From an optimization exercise on the open Yosys and OpenROAD flow, aimed at small area and a short achievable clock period; shortcuts taken in it are not production practice. Only simulation tests tie the RTL to the original design; equivalence was not proved. Power is estimated from default activity; no workload was simulated.

main:
## processador
module processador(clk, iin, resetn, outProcessador);
input clk, resetn;
input [15:0] iin;
output [15:0] outProcessador;
reg [1:0] cont;
reg [2:0] hop;           
reg [7:0] sel;           
reg [15:0] X, Y;
wire [2:0] op = iin[15:13];
wire [2:0] rx = iin[12:10];
wire [2:0] ry = iin[9:7];
wire c0 = (cont == 2'd0);
wire c3 = (cont == 2'd3);
wire rep = (op == 3'b011) || (op == 3'b110);
always @(posedge clk) begin
	if (!resetn) cont <= 2'd0;
	else cont <= cont + 2'd1;
end
always @(posedge clk) begin
	if (!resetn) hop <= 3'b000;
	else if (c0 && !rep) hop <= op;
end
wire [7:0] rx_oh = 8'd1 << rx;
wire [7:0] ry_oh = 8'd1 << ry;
always @(posedge clk)
	sel <= c0 ? ry_oh : rx_oh;
wire [7:0] rsel = c0 ? rx_oh : sel;
wire [15:0] rq [0:7];
genvar g;
generate for (g = 0; g < 8; g = g + 1) begin : R
	reg [15:0] q;
	always @(posedge clk)
		if (c3 && resetn && sel[g]) q <= X;
	assign rq[g] = q;
end endgenerate
wire [15:0] rd = ({16{rsel[0]}} & rq[0]) | ({16{rsel[1]}} & rq[1]) |
                 ({16{rsel[2]}} & rq[2]) | ({16{rsel[3]}} & rq[3]) |
                 ({16{rsel[4]}} & rq[4]) | ({16{rsel[5]}} & rq[5]) |
                 ({16{rsel[6]}} & rq[6]) | ({16{rsel[7]}} & rq[7]);
wire h_sub = (hop == 3'b001);
wire h_nan = (hop == 3'b010);
wire h_ldi = (hop == 3'b101);
wire h_mov = hop[2] & ~h_ldi;       
wire go = (cont == 2'd1);
reg k_inv, k_sub, k_nan, k_ldi, k_pass;
always @(posedge clk) begin
	k_inv  <= c0 & (rep ? h_sub : (op == 3'b001));
	k_sub  <= go & h_sub;
	k_nan  <= go & h_nan;
	k_ldi  <= go & h_ldi;
	k_pass <= ~go | h_mov;
end
wire [15:0] imm = {{6{iin[9]}}, iin[9:0]};
wire [15:0] sum = X + Y;
reg [15:0] alu;
always @(*) begin
	if (k_pass) alu = Y ^ {16{k_inv}};
	else if (k_ldi) alu = imm;
	else if (k_nan) alu = ~(X & Y);
	else alu = sum ^ {16{k_sub}};
end
always @(posedge clk) begin
	Y <= rd;
	X <= alu;
end
assign outProcessador = X;
endmodule
Size in the first run: ~550 cells after synthesis, about 180 flip-flops, roughly 34 I/O pins.
==> flow/config.mk <==
export PLATFORM = sky130hd
export DESIGN_NAME = processador
export DESIGN_NICKNAME = processador
export VERILOG_FILES = /design/flow/design.v
export SDC_FILE = /design/flow/constraint.sdc
export NUM_CORES = 4
export LEC_CHECK = 0
export ABC_CLOCK_PERIOD_IN_PS = 2500
export CAP_MARGIN = 20
export CORE_MARGIN = 2
export CORE_UTILIZATION = 40
export CTS_BUF_LIST = sky130_fd_sc_hd__clkbuf_8
export CTS_CLUSTER_SIZE = 20
export PLACE_DENSITY = 0.6
export SETUP_SLACK_MARGIN = 4.6
export SLEW_MARGIN = 20
==> flow/constraint.sdc <==
create_clock -name core_clock -period 7.0 [get_ports {clk}]
set_input_delay 1.4000 -clock core_clock [delete_from_list [all_inputs] [get_ports {clk}]]
set_output_delay 1.4000 -clock core_clock [all_outputs]
set_load 0.01 [all_outputs]
run.sh (not shown) runs the stock make flow with config.mk's settings and CLKGATE_MAP_FILE= SYNTH_SCRIPT=/design/flow/synth_recipe.tcl, a recipe that flattens the netlist after the stock synthesis.
#### Input delta (the feature branch over main)
Settings: CTS_CLUSTER_SIZE no longer set, was 20; CTS_BUF_LIST no longer set, was sky130_fd_sc_hd__clkbuf_8; TNS_END_PERCENT now 10, previously not set.
Results
Compared to main, the feature branch has power 3.3% higher. The feature branch vs. main: final estimated routing congestion in global placement now smaller; part of the total power dissipated in combinational logic now smaller; final standard cell utilization of the core now larger; power of the sequential group comparable; fraction of power consumed by the clock network now larger.

== P ==
processador again, from the RTL that the note above started with.
Settings: LEC_CHECK=0, ABC_CLOCK_PERIOD_IN_PS=2500, CAP_MARGIN=20, CORE_MARGIN=2, CORE_UTILIZATION=55, CTS_BUF_LIST=sky130_fd_sc_hd__clkbuf_8, CTS_CLUSTER_SIZE=20, PLACE_DENSITY=0.7, SETUP_SLACK_MARGIN=4.6, SLEW_MARGIN=20, CTS_ARGS=-sink_clustering_enable -repair_clock_nets -sink_clustering_size 30 -buf_list "sky130_fd_sc_hd__clkbuf_4 sky130_fd_sc_hd__clkbuf_8" -dont_use_dummy_load, BUFFER_PORTS_ARGS=-buffer_cell sky130_fd_sc_hd__buf_2; clock period 7.0 ns.
standard.sh (not shown) runs the stock make flow with config.mk's settings and CLKGATE_MAP_FILE= SYNTH_SCRIPT=/design/flow/synth_recipe.tcl, a recipe that flattens the netlist after the stock synthesis.
==> flow/flow/run.sh <==
#!/bin/bash
# Standard layout (the standard.sh, unchanged synthesis) with two layout
# choices added to config.mk: clock tree synthesis without dummy load cells,
# and plain buf_2 cells as the port buffers.
set -o pipefail
cat >> config.mk <<'EOT'
export CTS_ARGS = -sink_clustering_enable -repair_clock_nets -sink_clustering_size 30 -buf_list "sky130_fd_sc_hd__clkbuf_4 sky130_fd_sc_hd__clkbuf_8" -dont_use_dummy_load
export BUFFER_PORTS_ARGS = -buffer_cell sky130_fd_sc_hd__buf_2
EOT
bash standard.sh finish > standard.log 2>&1
In summary, P completed successfully, with a layout that passed the timing, design-rule and antenna checks.
#### Input delta (Q over P)
# P
export LEC_CHECK = 0
export ABC_CLOCK_PERIOD_IN_PS = 2500
export CAP_MARGIN = 20
export CORE_MARGIN = 2
export CORE_UTILIZATION = 55
export CTS_BUF_LIST = sky130_fd_sc_hd__clkbuf_8
export CTS_CLUSTER_SIZE = 20
export PLACE_DENSITY = 0.7
export SETUP_SLACK_MARGIN = 4.6
export SLEW_MARGIN = 20
export CTS_ARGS = -sink_clustering_enable -repair_clock_nets -sink_clustering_size 30 -buf_list "sky130_fd_sc_hd__clkbuf_4 sky130_fd_sc_hd__clkbuf_8" -dont_use_dummy_load
export BUFFER_PORTS_ARGS = -buffer_cell sky130_fd_sc_hd__buf_2
create_clock -name core_clock -period 7.0 [get_ports {clk}]
# Q
export LEC_CHECK = 0
export ABC_CLOCK_PERIOD_IN_PS = 2500
export CAP_MARGIN = 20
export CORE_MARGIN = 2
export CORE_UTILIZATION = 40
export PLACE_DENSITY = 0.6
export SETUP_SLACK_MARGIN = 4.6
export SLEW_MARGIN = 20
create_clock -name core_clock -period 7.0 [get_ports {clk}]
==> flow/run.sh (new file) <==
#!/bin/bash
# synth_recipe.tcl (not shown) runs the flow's synth.tcl, then flattens the netlist and writes it again
# the make line also repeats each setting of config.mk as NAME=value (left out here)
make -C /OpenROAD-flow-scripts/flow DESIGN_CONFIG=/design/flow/config.mk WORK_HOME=/design/flow/orfs CLKGATE_MAP_FILE= SYNTH_SCRIPT=/design/flow/synth_recipe.tcl finish
removed: flow/flow/run.sh
removed: flow/standard.sh
Findings:
Q: done, clean on timing, DRC and antenna. Q vs P: post-placement worst setup slack down in Q. Compared with P, Q shows a lower switching share of total power. Measured against each other, Q and P differ in filler cell count in the final layout, the higher figure coming from Q. In the tables for Q and P, met1 track utilization from global routing reads higher with P. Per the comparison of Q with P, final design utilization now sits lower, transition time at the pin with the least slew margin rose 0.13 ns, required time of the critical path shows a reduction of 1.71 ns. Total non-filler cell area in the finished layout delta for Q relative to P: 7.9% higher.
The following lists how R was set up differently from Q:
# Q
export LEC_CHECK = 0
export ABC_CLOCK_PERIOD_IN_PS = 2500
export CAP_MARGIN = 20
export CORE_MARGIN = 2
export CORE_UTILIZATION = 40
export PLACE_DENSITY = 0.6
export SETUP_SLACK_MARGIN = 4.6
export SLEW_MARGIN = 20
create_clock -name core_clock -period 7.0 [get_ports {clk}]
# R
export LEC_CHECK = 0
export ABC_CLOCK_PERIOD_IN_PS = 2500
export CAP_MARGIN = 5
export CORE_MARGIN = 2
export CORE_UTILIZATION = 40
export CTS_BUF_LIST = sky130_fd_sc_hd__clkbuf_8
export CTS_CLUSTER_SIZE = 20
export PLACE_DENSITY = 0.6
export SETUP_SLACK_MARGIN = 4.6
export SLEW_MARGIN = 5
create_clock -name core_clock -period 7.0 [get_ports {clk}]
Findings:
Diff Q -> R: area after synthesis ~0 delta; utilization -0.94 points; total power -240 uW; final-layout worst hold slack +0.0074 ns. In the reports for R and Q, the smaller worst-case setup margin in the final layout belongs to R.
The following lists how S was set up differently from R:
# R
export LEC_CHECK = 0
export ABC_CLOCK_PERIOD_IN_PS = 2500
export CAP_MARGIN = 5
export CORE_MARGIN = 2
export CORE_UTILIZATION = 40
export CTS_BUF_LIST = sky130_fd_sc_hd__clkbuf_8
export CTS_CLUSTER_SIZE = 20
export PLACE_DENSITY = 0.6
export SETUP_SLACK_MARGIN = 4.6
export SLEW_MARGIN = 5
create_clock -name core_clock -period 7.0 [get_ports {clk}]
# S
export LEC_CHECK = 0
export ABC_CLOCK_PERIOD_IN_PS = 4000
export CAP_MARGIN = 20
export CORE_MARGIN = 2
export CORE_UTILIZATION = 55
export CTS_BUF_LIST = sky130_fd_sc_hd__clkbuf_8
export CTS_CLUSTER_SIZE = 20
export PLACE_DENSITY = 0.7
export SETUP_SLACK_MARGIN = 4.6
export SLEW_MARGIN = 20
create_clock -name core_clock -period 7.0 [get_ports {clk}]
==> results.txt <==
- Relative to R, register-to-register slack has gone up in S.
- Higher fraction of area in registers was reported by S, not R.
- S against R: global-route wire length before repair decreased about 6%; final worst hold slack lower.
- Between S and R, the combinational power share is lower for S.
- On routed wire length: S sits below R.
Input changes introduced in T (baseline for comparison: S):
# S
export LEC_CHECK = 0
export ABC_CLOCK_PERIOD_IN_PS = 4000
export CAP_MARGIN = 20
export CORE_MARGIN = 2
export CORE_UTILIZATION = 55
export CTS_BUF_LIST = sky130_fd_sc_hd__clkbuf_8
export CTS_CLUSTER_SIZE = 20
export PLACE_DENSITY = 0.7
export SETUP_SLACK_MARGIN = 4.6
export SLEW_MARGIN = 20
create_clock -name core_clock -period 7.0 [get_ports {clk}]
# T
export LEC_CHECK = 0
export ABC_CLOCK_PERIOD_IN_PS = 2500
export CAP_MARGIN = 20
export CORE_MARGIN = 2
export CORE_UTILIZATION = 55
export CTS_BUF_LIST = sky130_fd_sc_hd__clkbuf_4 sky130_fd_sc_hd__clkbuf_8
export CTS_CLUSTER_SIZE = 20
export PLACE_DENSITY = 0.7
export SETUP_SLACK_MARGIN = 4.7
export SLEW_MARGIN = 20
create_clock -name core_clock -period 7.0 [get_ports {clk}]
[summary]
The final layout from T, which completed every stage, passed the timing, design-rule and antenna checks at the end of the flow.
Total power, T vs S: up by a few percent
Run comparison: T cell with the biggest individual delay on the critical path sky130_fd_sc_hd__dfxtp_4; S cell with the biggest individual delay on the critical path sky130_fd_sc_hd__mux2_4
Per the comparison of T with S, cell area after layout increased by about 3% relative to the old numbers, worst hold slack moved down, footprint of the multi-input gates up 2.1%, setup slack after layout shows an increase of 0.025 ns.
The combinational share of power in T sits 1.0 points above the value recorded for S.
Transition at the pin with the smallest max-transition slack, T and S: larger value in T

[afterwards: timing with drivers on the ports]
The results above use ideal ports. As a check the final layouts listed here were re-extracted and re-timed, cells and wires unchanged.
Step 1: set_driving_cell puts a clkbuf_16 on clk and a buf_2 on each other input, an assumption about the parent block.
Step 2 also shifts input and output timing later by t, the mid clock arrival at the registers, as if the neighbouring blocks saw the same clock.
Three values: no drivers, after step 1, after step 2; two values: the first two.
run	t (ns)	setup WS [ns]	hold slack, ns	slew at the worst register clock pin (ns)
main	0.493	4.628 / 4.589 / 4.180	0.481 / 0.481 / 0.481	0.10 / 0.10
the feature branch	0.472	4.488 / 4.483 / 4.026	0.481 / 0.481 / 0.481	0.07 / 0.07
P	0.478	4.610 / 4.608 / 4.153	0.482 / 0.482 / 0.482	0.09 / 0.09
Q	0.469	4.655 / 4.610 / 4.232	0.475 / 0.475 / 0.475	0.07 / 0.07
R	0.502	4.546 / 4.507 / 4.208	0.483 / 0.483 / 0.483	0.10 / 0.10
S	0.488	4.613 / 4.608 / 4.141	0.478 / 0.478 / 0.478	0.09 / 0.09
T	0.497	4.638 / 4.598 / 4.211	0.468 / 0.468 / 0.468	0.09 / 0.09
After both steps setup and hold are still met in every run listed. The setup slack of S, which loses most, moves by -0.005 ns with the drivers and by -0.472 ns with both steps.
